This design comes from an exercise in tuning for small area and a short achievable clock period on the open sky130 flow, not from production work.
In this exercise RTL edits were held to simulation tests only and were not proved equivalent to the original.
No activity file was given, so power comes from the tool's default toggle rates.

==> flow/design.v (excerpt) <==
module DALU(clk, rst, in_valid, instruction, out_valid, out);
export LEC_CHECK = 0
export ABC_AREA = 1
export CAP_MARGIN = 20
export CORE_MARGIN = 2
export CORE_UTILIZATION = 40
export CTS_BUF_LIST = sky130_fd_sc_hd__clkbuf_8
export SLEW_MARGIN = 20
export SYNTH_HIERARCHICAL = 1
export SYNTH_MINIMUM_KEEP_SIZE = 0
export BUFFER_PORTS_ARGS = -buffer_cell sky130_fd_sc_hd__buf_2
export SETUP_SLACK_MARGIN = 4.7
create_clock -name core_clock -period 9.0 [get_ports {clk}]
standard.sh (not shown) runs the stock make flow with config.mk's settings and CLKGATE_MAP_FILE= SYNTH_SCRIPT=/design/flow/synth_recipe.tcl, a recipe that flattens the netlist after the stock synthesis.
==> flow/flow/run.sh <==
#!/bin/bash
# The standard layout, with the port buffers made of buf_2 cells instead of
# the resizer's default choice (a slow delay cell), and timing repair aiming
# at 4.7 ns of setup slack.
set -euo pipefail
echo 'export BUFFER_PORTS_ARGS = -buffer_cell sky130_fd_sc_hd__buf_2' >> config.mk
echo 'export SETUP_SLACK_MARGIN = 4.7' >> config.mk
bash standard.sh finish > flow.log 2>&1
Next try:
==> flow/flow/run.sh (replaced) <==
#!/bin/bash
# The standard layout, with the port buffers made of buf_2 cells instead of
# the resizer's default choice (a slow delay cell).
set -euo pipefail
echo 'export BUFFER_PORTS_ARGS = -buffer_cell sky130_fd_sc_hd__buf_2' >> config.mk
bash standard.sh finish > flow.log 2>&1
--- a/flow/config.mk
+++ b/flow/config.mk
@@ -11 +11 @@
-export CORE_UTILIZATION = 40
+export CORE_UTILIZATION = 60
@@ -12,0 +13 @@
+export SETUP_SLACK_MARGIN = 5
@@ -17 +17,0 @@
-export SETUP_SLACK_MARGIN = 4.7
Result:
- setup slack improved by 4.1 ps
- final area went down by 0.72%
- synthesized cell count stays the same
- count of clock-buffer cells in the layout does not change
- via count went up by 3.1%
- total power went up by about 2.7%

---

DALU, a different RTL version from the one above (not shown whole).
Size in the first run: roughly 53 flip-flops, ~39 I/O pins, ~5200 um2 of cells after synthesis.
==> flow/config.mk <==
export PLATFORM = sky130hd
export DESIGN_NAME = DALU
export DESIGN_NICKNAME = DALU
export VERILOG_FILES = /design/flow/design.v
export SDC_FILE = /design/flow/constraint.sdc
export NUM_CORES = 4
export LEC_CHECK = 0
export CAP_MARGIN = 20
export CORE_MARGIN = 2
export CORE_UTILIZATION = 40
export SLEW_MARGIN = 20
export SYNTH_HIERARCHICAL = 1
export SYNTH_MINIMUM_KEEP_SIZE = 0
export BUFFER_PORTS_ARGS = -buffer_cell sky130_fd_sc_hd__buf_2
export SETUP_SLACK_MARGIN = 5.5
==> flow/constraint.sdc <==
create_clock -name core_clock -period 9.0 [get_ports {clk}]
set_input_delay 1.8000 -clock core_clock [delete_from_list [all_inputs] [get_ports {clk}]]
set_output_delay 1.8000 -clock core_clock [all_outputs]
set_load 0.01 [all_outputs]
==> flow/flow/run.sh <==
#!/bin/bash
# The standard layout, with the port buffers made of buf_2 cells instead of
# the resizer's default choice (a slow delay cell), and timing repair aiming
# at 5.5 ns of setup slack.
set -euo pipefail
echo 'export BUFFER_PORTS_ARGS = -buffer_cell sky130_fd_sc_hd__buf_2' >> config.mk
echo 'export SETUP_SLACK_MARGIN = 5.5' >> config.mk
bash standard.sh finish > flow.log 2>&1
The starting point produced a clean layout.
Next try:
==> flow/run.sh (new file) <==
#!/bin/bash
# synth_recipe.tcl (not shown) runs the flow's synth.tcl, then flattens the netlist and writes it again
# the make line also repeats each setting of config.mk as NAME=value (left out here)
make -C /OpenROAD-flow-scripts/flow DESIGN_CONFIG=/design/flow/config.mk WORK_HOME=/design/flow/orfs CLKGATE_MAP_FILE= SYNTH_SCRIPT=/design/flow/synth_recipe.tcl finish
- BUFFER_PORTS_ARGS: -buffer_cell sky130_fd_sc_hd__buf_2 -> not set
- SETUP_SLACK_MARGIN: 5.5 -> 5
removed: flow/flow/run.sh
removed: flow/standard.sh
After rerunning:
- via count falls by 2.5%
- worst setup slack got worse by 100 ps
- cell area came out lower by 4.9%
- count of clock-buffer cells in the layout is unchanged
- non-clock buffer count goes down by 16
- global-route usage drops by 0.73 points
- routed wire length is lower by 3.4%
Next try:
==> flow/flow/run.sh (new file) <==
#!/bin/bash
# The standard layout, with the port buffers made of buf_2 cells instead of
# the resizer's default choice (a slow delay cell).
set -euo pipefail
echo 'export BUFFER_PORTS_ARGS = -buffer_cell sky130_fd_sc_hd__buf_2' >> config.mk
bash standard.sh finish > flow.log 2>&1
==> flow/standard.sh (new file) <==
#!/bin/bash
# synth_recipe.tcl (not shown) runs the flow's synth.tcl, then flattens the netlist and writes it again
# the make line also repeats each setting of config.mk as NAME=value (left out here)
make -C /OpenROAD-flow-scripts/flow DESIGN_CONFIG=/design/flow/config.mk WORK_HOME=/design/flow/orfs CLKGATE_MAP_FILE= SYNTH_SCRIPT=/design/flow/synth_recipe.tcl "${@:-finish}"
- BUFFER_PORTS_ARGS: not set -> -buffer_cell sky130_fd_sc_hd__buf_2
removed: flow/run.sh
After rerunning: Synthesized cell count is unchanged; cell area came out lower by 5.4%; via count fell by 2.7%; synthesized area is unchanged; sequential cell count is unchanged; final cell count decreases by 1.2%; worst setup slack gets worse by 56 ps; global-route usage goes down by 0.22 points.

---

## build 13
DALU, a different RTL version from the one above (not shown whole).
For scale: ~620 cells after synthesis, about 39 I/O pins, roughly 0.0048 mm² of cells after synthesis.
==> flow/config.mk <==
export PLATFORM = sky130hd
export DESIGN_NAME = DALU
export DESIGN_NICKNAME = DALU
export VERILOG_FILES = /design/flow/design.v
export SDC_FILE = /design/flow/constraint.sdc
export NUM_CORES = 4
export LEC_CHECK = 0
export ABC_AREA = 1
export CAP_MARGIN = 20
export CORE_MARGIN = 2
export CORE_UTILIZATION = 70
export CTS_BUF_LIST = sky130_fd_sc_hd__clkbuf_8
export PLACE_DENSITY = 0.8
export SLEW_MARGIN = 20
export SYNTH_HIERARCHICAL = 1
export SYNTH_MINIMUM_KEEP_SIZE = 0
export BUFFER_PORTS_ARGS = -buffer_cell sky130_fd_sc_hd__buf_2
export SETUP_SLACK_MARGIN = 5.3
==> flow/constraint.sdc <==
create_clock -name core_clock -period 9.0 [get_ports {clk}]
set_input_delay 1.8000 -clock core_clock [delete_from_list [all_inputs] [get_ports {clk}]]
set_output_delay 1.8000 -clock core_clock [all_outputs]
set_load 0.01 [all_outputs]
==> flow/flow/run.sh <==
#!/bin/bash
# The standard layout, with the port buffers made of buf_2 cells instead of
# the resizer's default choice (a slow delay cell), and timing repair aiming
# at 5.3 ns of setup slack.
set -euo pipefail
echo 'export BUFFER_PORTS_ARGS = -buffer_cell sky130_fd_sc_hd__buf_2' >> config.mk
echo 'export SETUP_SLACK_MARGIN = 5.3' >> config.mk
bash standard.sh finish > flow.log 2>&1
Build 13 finished all stages; the layout is clean.
diff inputs: build 13 => build 69
# build 13
export LEC_CHECK = 0
export ABC_AREA = 1
export CAP_MARGIN = 20
export CORE_MARGIN = 2
export CORE_UTILIZATION = 70
export CTS_BUF_LIST = sky130_fd_sc_hd__clkbuf_8
export PLACE_DENSITY = 0.8
export SLEW_MARGIN = 20
export SYNTH_HIERARCHICAL = 1
export SYNTH_MINIMUM_KEEP_SIZE = 0
export BUFFER_PORTS_ARGS = -buffer_cell sky130_fd_sc_hd__buf_2
export SETUP_SLACK_MARGIN = 5.3
create_clock -name core_clock -period 9.0 [get_ports {clk}]
# build 69
export LEC_CHECK = 0
export ABC_AREA = 1
export CAP_MARGIN = 20
export CORE_MARGIN = 2
export CORE_UTILIZATION = 40
export CTS_BUF_LIST = sky130_fd_sc_hd__clkbuf_8
export PLACE_DENSITY = 0.8
export SLEW_MARGIN = 20
export SYNTH_HIERARCHICAL = 1
export SYNTH_MINIMUM_KEEP_SIZE = 0
export BUFFER_PORTS_ARGS = -buffer_cell sky130_fd_sc_hd__buf_2
export SETUP_SLACK_MARGIN = 5.35
create_clock -name core_clock -period 9.0 [get_ports {clk}]
==> flow/flow/run.sh <==
#!/bin/bash
# The standard layout, with the port buffers made of buf_2 cells instead of
# the resizer's default choice (a slow delay cell), and timing repair aiming
# at 5.35 ns of setup slack.
set -euo pipefail
echo 'export BUFFER_PORTS_ARGS = -buffer_cell sky130_fd_sc_hd__buf_2' >> config.mk
echo 'export SETUP_SLACK_MARGIN = 5.35' >> config.mk
bash standard.sh finish > flow.log 2>&1
## What came out
| time the worst path needs with I/O delays and setup | lower: build 69 |
Per the comparison of build 69 with build 13, finished layout cell area went up about 2.2%; part of the power in the clock network went up by 0.3 points.
Delta (build 69 minus build 13): count of flip-flops and latches about even, via count fell about 13%, die height rose about 30%.
What build 35 does differently from build 69 at the input level:
# build 69
export LEC_CHECK = 0
export ABC_AREA = 1
export CAP_MARGIN = 20
export CORE_MARGIN = 2
export CORE_UTILIZATION = 40
export CTS_BUF_LIST = sky130_fd_sc_hd__clkbuf_8
export PLACE_DENSITY = 0.8
export SLEW_MARGIN = 20
export SYNTH_HIERARCHICAL = 1
export SYNTH_MINIMUM_KEEP_SIZE = 0
export BUFFER_PORTS_ARGS = -buffer_cell sky130_fd_sc_hd__buf_2
export SETUP_SLACK_MARGIN = 5.35
create_clock -name core_clock -period 9.0 [get_ports {clk}]
# build 35
export LEC_CHECK = 0
export ABC_AREA = 1
export CAP_MARGIN = 20
export CORE_MARGIN = 2
export CORE_UTILIZATION = 40
export CTS_BUF_LIST = sky130_fd_sc_hd__clkbuf_8
export PLACE_DENSITY = 0.8
export SLEW_MARGIN = 20
export SYNTH_HIERARCHICAL = 1
export SYNTH_MINIMUM_KEEP_SIZE = 0
export BUFFER_PORTS_ARGS = -buffer_cell sky130_fd_sc_hd__buf_2
export SETUP_SLACK_MARGIN = 5.3
create_clock -name core_clock -period 9.0 [get_ports {clk}]
==> flow/flow/run.sh <==
#!/bin/bash
# The standard layout, with the port buffers made of buf_2 cells instead of
# the resizer's default choice (a slow delay cell), and timing repair aiming
# at 5.3 ns of setup slack.
set -euo pipefail
echo 'export BUFFER_PORTS_ARGS = -buffer_cell sky130_fd_sc_hd__buf_2' >> config.mk
echo 'export SETUP_SLACK_MARGIN = 5.3' >> config.mk
bash standard.sh finish > flow.log 2>&1
Build 35 and build 69 ended up with roughly the same required time reported for the critical path endpoint.
Build 35 vs build 69 on area added between synthesis and finish: build 35 is the lower one.
Setup slack: build 35 less than build 69
In the metrics for build 35 and build 69, the one carrying the higher worst slew margin relative to its limit is build 35.
| hold slack | build 69 vs build 35 | ≈ equal |
Any difference in clock skew between build 69 and build 35 is small enough to ignore.
What build 91 does differently from build 35 at the input level:
# build 35
export LEC_CHECK = 0
export ABC_AREA = 1
export CAP_MARGIN = 20
export CORE_MARGIN = 2
export CORE_UTILIZATION = 40
export CTS_BUF_LIST = sky130_fd_sc_hd__clkbuf_8
export PLACE_DENSITY = 0.8
export SLEW_MARGIN = 20
export SYNTH_HIERARCHICAL = 1
export SYNTH_MINIMUM_KEEP_SIZE = 0
export BUFFER_PORTS_ARGS = -buffer_cell sky130_fd_sc_hd__buf_2
export SETUP_SLACK_MARGIN = 5.3
create_clock -name core_clock -period 9.0 [get_ports {clk}]
# build 91
export LEC_CHECK = 0
export ABC_AREA = 1
export CAP_MARGIN = 20
export CORE_MARGIN = 2
export CORE_UTILIZATION = 40
export CTS_BUF_LIST = sky130_fd_sc_hd__clkbuf_8
export PLACE_DENSITY = 0.9
export SLEW_MARGIN = 20
export SYNTH_HIERARCHICAL = 1
export SYNTH_MINIMUM_KEEP_SIZE = 0
export BUFFER_PORTS_ARGS = -buffer_cell sky130_fd_sc_hd__buf_2
export SETUP_SLACK_MARGIN = 5.3
create_clock -name core_clock -period 9.0 [get_ports {clk}]
- On time the final worst path needs with I/O delays and setup: build 91 sits above build 35.
- Against build 35, build 91 comes in 0.28 points higher on fraction of cell area in non-clock buffers.
- Diff build 35 -> build 91: placer's final routability congestion estimate picked up an extra 0.019, number of standard cells after synthesis neither gained nor lost much.
- Between build 91 and build 35, the difference in sequential cell area share is negligible.
- Compared build 35 against build 91; core utilization of the finished layout within noise.
- met1 layer usage reported by global route in build 91 is 0.68 points below build 35.
- Diff build 91 and build 35: growth of design area from synthesis to finish lower in build 35

---

RTL: one of the versions met above, not the one the previous note started from.
Size in the first run: ~620 cells after synthesis, roughly 0.0049 sq mm of cells after synthesis.
export LEC_CHECK = 0
export ABC_AREA = 1
export CAP_MARGIN = 20
export CORE_MARGIN = 2
export CORE_UTILIZATION = 40
export CTS_BUF_LIST = sky130_fd_sc_hd__clkbuf_8
export SLEW_MARGIN = 20
export SYNTH_HIERARCHICAL = 1
export SYNTH_MINIMUM_KEEP_SIZE = 0
export BUFFER_PORTS_ARGS = -buffer_cell sky130_fd_sc_hd__buf_2
export SETUP_SLACK_MARGIN = 5.2
create_clock -name core_clock -period 9.0 [get_ports {clk}]
==> flow/flow/run.sh <==
#!/bin/bash
# The standard layout, with the port buffers made of buf_2 cells instead of
# the resizer's default choice (a slow delay cell), and timing repair aiming
# at 5.2 ns of setup slack.
set -euo pipefail
echo 'export BUFFER_PORTS_ARGS = -buffer_cell sky130_fd_sc_hd__buf_2' >> config.mk
echo 'export SETUP_SLACK_MARGIN = 5.2' >> config.mk
bash standard.sh finish > flow.log 2>&1
Edit:
==> flow/flow/run.sh (replaced) <==
#!/bin/bash
# The standard layout, with the port buffers made of buf_2 cells instead of
# the resizer's default choice (a slow delay cell), and timing repair aiming
# at 5.8 ns of setup slack.
set -euo pipefail
echo 'export BUFFER_PORTS_ARGS = -buffer_cell sky130_fd_sc_hd__buf_2' >> config.mk
echo 'export SETUP_SLACK_MARGIN = 5.8' >> config.mk
bash standard.sh finish > flow.log 2>&1
- SETUP_SLACK_MARGIN: 5.2 -> 5.8
The new run ran to the end with no violations.
Setup slack is better by 0.17 ns.
Core utilization climbs by 8.5 points.
Final cell count climbs by 3.3%.
Synthesized area does not change.
Edit:
==> flow/flow/run.sh (replaced) <==
#!/bin/bash
# The standard layout, with the port buffers made of buf_2 cells instead of
# the resizer's default choice (a slow delay cell), and timing repair aiming
# at 5.3 ns of setup slack.
set -euo pipefail
echo 'export BUFFER_PORTS_ARGS = -buffer_cell sky130_fd_sc_hd__buf_2' >> config.mk
echo 'export SETUP_SLACK_MARGIN = 5.3' >> config.mk
bash standard.sh finish > flow.log 2>&1
- PLACE_DENSITY: not set -> 0.8
- SETUP_SLACK_MARGIN: 5.8 -> 5.3
Effect: Count of clock-buffer cells in the layout is unchanged. Cell area is lower by 15%. Routed wire length is lower by 8.3%. Clock power is higher by 16%.
Edit:
- PLACE_DENSITY: 0.8 -> not set
Cell count barely changes; sequential cell count is unchanged; area after synthesis is unchanged; first-iteration DRC count went down by 16%; power grows by 1.6%; setup slack improved by 0.0058 ns; clock skew goes down by 0.0052 ns; die area is unchanged.
Edit:
==> flow/flow/run.sh (replaced) <==
#!/bin/bash
# The standard layout, with the port buffers made of buf_2 cells instead of
# the resizer's default choice (a slow delay cell), and timing repair aiming
# at 5.4 ns of setup slack.
set -euo pipefail
echo 'export BUFFER_PORTS_ARGS = -buffer_cell sky130_fd_sc_hd__buf_2' >> config.mk
echo 'export SETUP_SLACK_MARGIN = 5.4' >> config.mk
bash standard.sh finish > flow.log 2>&1
- SETUP_SLACK_MARGIN: 5.3 -> 5.4
What happened: The new run passed the timing, design-rule and antenna checks; sequential power barely changes; worst setup slack is better by 0.024 ns; via count grows by about 1.6%; count of clock-buffer cells in the layout stays the same.
Edit:
==> flow/flow/run.sh (replaced) <==
#!/bin/bash
# The standard layout, with the port buffers made of buf_2 cells instead of
# the resizer's default choice (a slow delay cell).
set -euo pipefail
echo 'export BUFFER_PORTS_ARGS = -buffer_cell sky130_fd_sc_hd__buf_2' >> config.mk
bash standard.sh finish > flow.log 2>&1
- SETUP_SLACK_MARGIN: 5.4 -> 5
Clock-buffer cell count is unchanged. Register-to-register slack got worse by 0.33 ns. Synthesized area does not change. Global-route usage fell by 1.2 points. Hold slack stays flat. Non-clock buffer count fell by 7.

-- re-timing with driven ports --
In the flow no input, the clock included, has a driving cell. The finished layouts below were timed again as built, in two steps. Step 1, drivers: a clkbuf_16 drives clk and a buf_2 each remaining input, both assumed. Step 2 adds t to the input delays and takes it off the output delays; t is the mean of the earliest and latest rising clock arrival at the registers after step 1. Input paths then give back, and output paths get back, about the clock's delay inside the block. a / b / c = ideal ports / drivers / drivers and shift; a / b = the first two.
run	t (ns)	setup WS [ns]	worst setup path at the end	slew at the worst register clock pin (ns)	worst data-port slew with drivers (ns)
the first run of note 1	0.346	5.160 / 5.160 / 4.970	input to register	0.10 / 0.10	0.03
the second run of note 1	0.337	5.164 / 5.164 / 4.940	input to register	0.10 / 0.10	0.03
the first run of note 2	0.336	5.216 / 5.176 / 5.036	input to register	0.07 / 0.07	0.14
the second run of note 2	0.329	5.114 / 5.079 / 4.799	input to register	0.07 / 0.07	0.04
the third run of note 2	0.332	5.059 / 5.020 / 4.830	input to register	0.07 / 0.07	0.04
build 13	0.357	5.203 / 5.167 / 5.000	input to register	0.10 / 0.10	0.03
build 69	0.340	5.421 / 5.390 / 5.142	input to register	0.11 / 0.11	0.03
build 35	0.346	5.395 / 5.364 / 5.082	input to register	0.10 / 0.10	0.03
build 91	0.341	5.386 / 5.358 / 5.054	input to register	0.11 / 0.11	0.03
the first run of note 4	0.346	5.308 / 5.308 / 4.987	input to register	0.10 / 0.10	0.03
the second run of note 4	0.329	5.474 / 5.442 / 5.156	input to register	0.09 / 0.09	0.06
the third run of note 4	0.343	5.388 / 5.371 / 5.056	input to register	0.11 / 0.11	0.04
the fourth run of note 4	0.347	5.394 / 5.375 / 5.072	input to register	0.10 / 0.10	0.03
the fifth run of note 4	0.343	5.418 / 5.425 / 5.084	input to register	0.10 / 0.10	0.04
the sixth run of note 4	0.346	5.200 / 5.169 / 4.966	input to register	0.10 / 0.10	0.03
After both steps setup and hold are still met in every run listed. The setup slack of the fifth run of note 4, which loses most, moves by +0.007 ns with the drivers and by -0.334 ns with both steps.
